From an optimization exercise on the open Yosys and OpenROAD flow, aimed at small area and a short achievable clock period; shortcuts taken in it are not production practice. Where RTL was checked, it was by simulation tests only, not by an equivalence proof against the original. Power figures rest on the tool's default switching activity, not on a simulated workload.

Design mips_cpu, start of the top module:
module mips_cpu (
  input         clk,
  input         rst,
  output [31:0] imem_addr,
  input  [31:0] imem_rdata,
  output [31:0] dmem_addr,
  output [31:0] dmem_wdata,
  output        dmem_we,
  output        dmem_re,
  input  [31:0] dmem_rdata,
  output        reg_we,
  output [4:0]  reg_waddr,
  output [31:0] reg_wdata
);
Size in the first run: ~2500 cells after synthesis, about 290 flip-flops, roughly 200 I/O pins, ~23000 um^2 of cells after synthesis.
export LEC_CHECK = 0
export CAP_MARGIN = 20
export CORE_MARGIN = 2
export CORE_UTILIZATION = 40
export PLACE_DENSITY = 0.6
export SETUP_SLACK_MARGIN = 2
export SLEW_MARGIN = 20
create_clock -name core_clock -period 10.5 [get_ports {clk}]
run.sh (not shown) runs the stock make flow with config.mk's settings and CLKGATE_MAP_FILE= SYNTH_SCRIPT=/design/flow/synth_recipe.tcl, a recipe that flattens the netlist after the stock synthesis.
Next try:
- SETUP_SLACK_MARGIN: 2 -> 3.5
=> Hold slack improved by 30 ps. Synthesized area is unchanged. Total power grows by 9.5%. Routed wire length increases by 5.7%. Final cell count goes up by 3.3%. Count of clock-buffer cells in the layout increases by 5. Flip-flop and latch count stays the same. Register-to-register slack gains 620 ps. Synthesized cell count stays the same. Clock skew goes up by 23 ps.
No functional check of the RTL was part of any run of this note.

---

== the baseline ==
The RTL this note starts from:
==> flow/design.v <==
module mips_cpu (
  input         clk,
  input         rst,
  output [31:0] imem_addr,
  input  [31:0] imem_rdata,
  output [31:0] dmem_addr,
  output [31:0] dmem_wdata,
  output        dmem_we,
  output        dmem_re,
  input  [31:0] dmem_rdata,
  output        reg_we,
  output [4:0]  reg_waddr,
  output [31:0] reg_wdata
);
  reg  [31:0] pc;
  wire [31:0] rf [0:7];
  wire [31:0] ins = imem_rdata;
  wire [5:0]  op  = ins[31:26];
  wire [5:0]  fn  = ins[5:0];
  wire [4:0]  rt  = ins[20:16];
  wire [31:0] se  = {{16{ins[15]}}, ins[15:0]};
  wire [7:0] dec_s, dec_t;
  genvar j;
  generate
    for (j = 0; j < 8; j = j + 1) begin : g_dec
      assign dec_s[j] = (ins[23:21] == j);
      assign dec_t[j] = (ins[18:16] == j);
    end
  endgenerate
  wire [31:0] a, b;
  rf_read rd_a (.sel(dec_s), .r0(rf[0]), .r1(rf[1]), .r2(rf[2]), .r3(rf[3]),
                .r4(rf[4]), .r5(rf[5]), .r6(rf[6]), .r7(rf[7]), .q(a));
  rf_read rd_b (.sel(dec_t), .r0(rf[0]), .r1(rf[1]), .r2(rf[2]), .r3(rf[3]),
                .r4(rf[4]), .r5(rf[5]), .r6(rf[6]), .r7(rf[7]), .q(b));
  wire r_type  = (op == 6'h00);
  wire r_add   = r_type & (fn[5:1] == 5'b10000);
  wire r_sub   = r_type & (fn[5:1] == 5'b10001);
  wire r_and   = r_type & (fn == 6'h24);
  wire r_or    = r_type & (fn == 6'h25);
  wire r_xor   = r_type & (fn == 6'h26);
  wire r_sll   = r_type & (fn == 6'h00 || fn == 6'h04);
  wire r_srl   = r_type & (fn == 6'h02 || fn == 6'h03 || fn == 6'h06);
  wire r_slt   = r_type & (fn == 6'h2a);
  wire r_sltu  = r_type & (fn == 6'h2b);
  wire r_lui   = r_type & (fn == 6'h38);
  wire r_jr    = r_type & (fn == 6'h08);
  wire i_add   = (op[5:1] == 5'b00100);
  wire i_slt   = (op == 6'h0a);
  wire i_sltu  = (op == 6'h0b);
  wire i_and   = (op == 6'h0c);
  wire i_or    = (op == 6'h0d);
  wire i_xor   = (op == 6'h0e);
  wire i_lui   = (op == 6'h0f);
  wire i_alu   = (op[5:3] == 3'b001);
  wire ld      = (op == 6'h20 || op == 6'h23);
  wire st      = (op == 6'h28 || op == 6'h2b);
  wire jmp     = (op[5:1] == 5'b00001);
  wire jal     = (op == 6'h03);
  wire beq     = (op == 6'h04);
  wire bne     = (op == 6'h05);
  wire blez    = (op == 6'h06);
  wire bgtz    = (op == 6'h07);
  wire regimm  = (op == 6'h01);
  wire rim_ge  = regimm & (rt == 5'd0 || rt == 5'd16);
  wire rim_lt  = regimm & (rt == 5'd1 || rt == 5'd17);
  wire rim_lnk = regimm & (rt == 5'd16 || rt == 5'd17);
  wire link    = jal | rim_lnk;
  wire use_imm = op[5] | op[3];
  wire sub     = r_type ? (fn[1] & ~fn[2])
                        : (~op[5] & (op[3] ? (op[1] & ~op[2]) : op[2]));
  wire [31:0] b2 = use_imm ? se : b;
  wire [31:0] ax = a ^ {32{sub}};
  wire [32:0] sum = {1'b0, ax} + {1'b0, b2};
  wire [31:0] s   = sum[31:0] ^ {32{sub}};
  wire lt_s = a[31] ^ b2[31] ^ sum[32];
  wire lt_u = sum[32];
  wire eq   = (s == 32'd0);
  wire az   = (a == 32'd0);
  function [31:0] rev(input [31:0] x);
    integer k;
    for (k = 0; k < 32; k = k + 1) rev[k] = x[31-k];
  endfunction
  wire        big = |b[31:5];
  wire [31:0] shin = r_srl ? rev(a) : a;
  wire [31:0] shy  = shin << b[4:0];
  wire nr       = ~rst;
  wire sel_add  = (r_add | r_sub | i_add) & nr;
  wire sel_and  = (r_and | i_and) & nr;
  wire sel_or   = (r_or  | i_or) & nr;
  wire sel_xor  = (r_xor | i_xor) & nr;
  wire sel_sll  = r_sll & ~big & nr;
  wire sel_srl  = r_srl & ~big & nr;
  wire sel_slt  = (r_slt | i_slt) & nr;
  wire sel_sltu = (r_sltu | i_sltu) & nr;
  wire sel_lui  = (r_lui | i_lui) & nr;
  wire sel_ld   = ld & nr;
  wire sel_link = link & nr;
  wire [13:0] pc_hi = pc[31:18];
  wire [13:0] hinc  = pc_hi + 14'd1;
  wire [13:0] hdec  = pc_hi - 14'd1;
  wire [16:0] lo4   = {1'b0, pc[17:2]} + 17'd1;
  wire [31:0] pc4   = {lo4[16] ? hinc : pc_hi, lo4[15:0], pc[1:0]};
  wire [17:0] lob   = {1'b0, pc[17:2], 1'b1} + {1'b0, ins[15:0], 1'b1};
  wire        bc    = lob[17];
  wire        bs    = ins[15];
  wire [13:0] bhi   = (bc & ~bs) ? hinc : (~bc & bs) ? hdec : pc_hi;
  wire [31:0] bt    = {bhi, lob[16:1], pc[1:0]};
  assign reg_wdata = ({32{sel_add}} & s)
                   | ({32{sel_and}} & (ax & b2))
                   | ({32{sel_or}}  & (ax | b2))
                   | ({32{sel_xor}} & (ax ^ b2))
                   | ({32{sel_sll}} & shy)
                   | ({32{sel_srl}} & rev(shy))
                   | {31'd0, sel_slt & lt_s | sel_sltu & lt_u}
                   | ({32{sel_lui}} & {b2[15:0], 16'd0})
                   | ({32{sel_ld}} & dmem_rdata)
                   | ({32{sel_link}} & pc4);
  assign reg_we    = (r_type & ~r_jr) | i_alu | ld | jal | rim_lnk;
  assign reg_waddr = link ? 5'd31 : r_type ? ins[15:11] : rt;
  assign dmem_re   = ld;
  assign dmem_we   = st;
  assign dmem_addr = s;
  assign dmem_wdata = b;
  assign imem_addr = pc;
  wire taken = (beq & eq) | (bne & ~eq) | (blez & (a[31] | az))
             | (bgtz & ~a[31] & ~az) | (rim_ge & ~a[31]) | (rim_lt & a[31]);
  wire [31:0] jt = {pc4[31:28], ins[25:0], 2'b00};
  wire s_jr  = r_jr & nr;
  wire s_j   = jmp & nr;
  wire s_bt  = taken & nr;
  wire s_seq = ~(r_jr | jmp | taken) & nr;
  wire [31:0] npc = ({32{s_jr}} & a) | ({32{s_j}} & jt) | ({32{s_bt}} & bt)
                  | ({32{s_seq}} & pc4);
  always @(posedge clk) pc <= npc;
  wire [2:0]  wa = reg_waddr[2:0];
  wire [31:0] wd = reg_wdata;
  genvar i;
  generate
    for (i = 0; i < 8; i = i + 1) begin : g_rf
      reg [31:0] q;
      wire en = rst | (reg_we & (wa == i));
      always @(posedge clk) begin
        if (en) q <= (i == 1) ? {wd[31:1], wd[0] | rst} : wd;
      end
      assign rf[i] = q;
    end
  endgenerate
endmodule
module rf_read (
  input  [7:0]  sel,
  input  [31:0] r0, r1, r2, r3, r4, r5, r6, r7,
  output [31:0] q
);
  wire [31:0] n0, n1, n2;
  aoi3 g0 (.s0(sel[0]), .s1(sel[1]), .s2(sel[2]), .r0(r0), .r1(r1), .r2(r2), .qn(n0));
  aoi3 g1 (.s0(sel[3]), .s1(sel[4]), .s2(sel[5]), .r0(r3), .r1(r4), .r2(r5), .qn(n1));
  assign n2 = ~(({32{sel[6]}} & r6) | ({32{sel[7]}} & r7));
  assign q = ~(n0 & n1 & n2);
endmodule
module aoi3 (
  input         s0, s1, s2,
  input  [31:0] r0, r1, r2,
  output [31:0] qn
);
  assign qn = ~(({32{s0}} & r0) | ({32{s1}} & r1) | ({32{s2}} & r2));
endmodule
clock: 10.5 ns
lec_check: 0
cap_margin: 20
core_margin: 2
core_utilization: 55
place_density: 0.7
setup_slack_margin: 2
slew_margin: 20
synth_hierarchical: 1
tns_end_percent: 0
standard.sh (not shown) runs the stock make flow with config.mk's settings and CLKGATE_MAP_FILE= SYNTH_SCRIPT=/design/flow/synth_recipe.tcl, a recipe that flattens the netlist after the stock synthesis.
==> flow/flow/run.sh <==
#!/bin/bash
# The standard layout, with the port buffers made of plain buffers instead of
# delay cells.
set -euo pipefail
export BUFFER_PORTS_ARGS="-buffer_cell sky130_fd_sc_hd__buf_2"
bash standard.sh > standard.log 2>&1
The baseline ended with every stage complete and zero timing, DRC or antenna violations.
Setup changes, the baseline to the candidate
Settings: CORE_UTILIZATION: 55 -> 50; PLACE_DENSITY: 0.7 -> 0.65.
[summary]
- A worst setup path startpoint of imem_rdata[21] is what the baseline shows, while imem_rdata[17] belongs to the candidate.
- Comparing the candidate and the baseline, the higher antenna diode instance count is on the baseline.
- Re signed area change from the synthesized netlist to the final layout: the candidate is 0.35 points down on the baseline.
- | number of vias after detailed routing | the candidate vs the baseline | better |
- Met3 layer wire length in the routed design: the candidate < the baseline
- For the candidate, the master of the slowest instance on the critical path was nor4_2, unlike the baseline, where it was a222oi_1.
- Re sum of buffers and inverters on the critical path: the candidate is 1 down on the baseline.
- Largest net degree at the start of global routing: the baseline vs the candidate, no meaningful difference

==> port drivers added, routing unchanged <==
The results above use ideal ports. As a check the final layouts listed here were re-extracted and re-timed, cells and wires unchanged.
Step 1: set_driving_cell puts a clkbuf_16 on clk and a buf_2 on each other input, an assumption about the parent block.
Step 2 also shifts input and output timing later by t, the mid clock arrival at the registers, as if the neighbouring blocks saw the same clock.
a / b / c = ideal / step 1 / step 2; a / b = the first two.
run	shift t [ns]	slack for setup (ns)	hold slack, ns
the first run of note 1	0.615	1.901 / 1.837 / 1.429	0.564 / 0.564 / 0.564
the second run of note 1	0.626	2.040 / 1.797 / 1.797	0.594 / 0.594 / 0.594
the baseline	0.640	1.640 / 1.603 / 1.344	0.582 / 0.582 / 0.582
the candidate	0.627	1.727 / 1.704 / 1.704	0.593 / 0.593 / 0.593
After both steps every run listed still meets setup and hold. For the first run of note 1, which loses most, drivers alone change the setup slack by -0.064 ns; drivers and shift together by -0.472 ns.
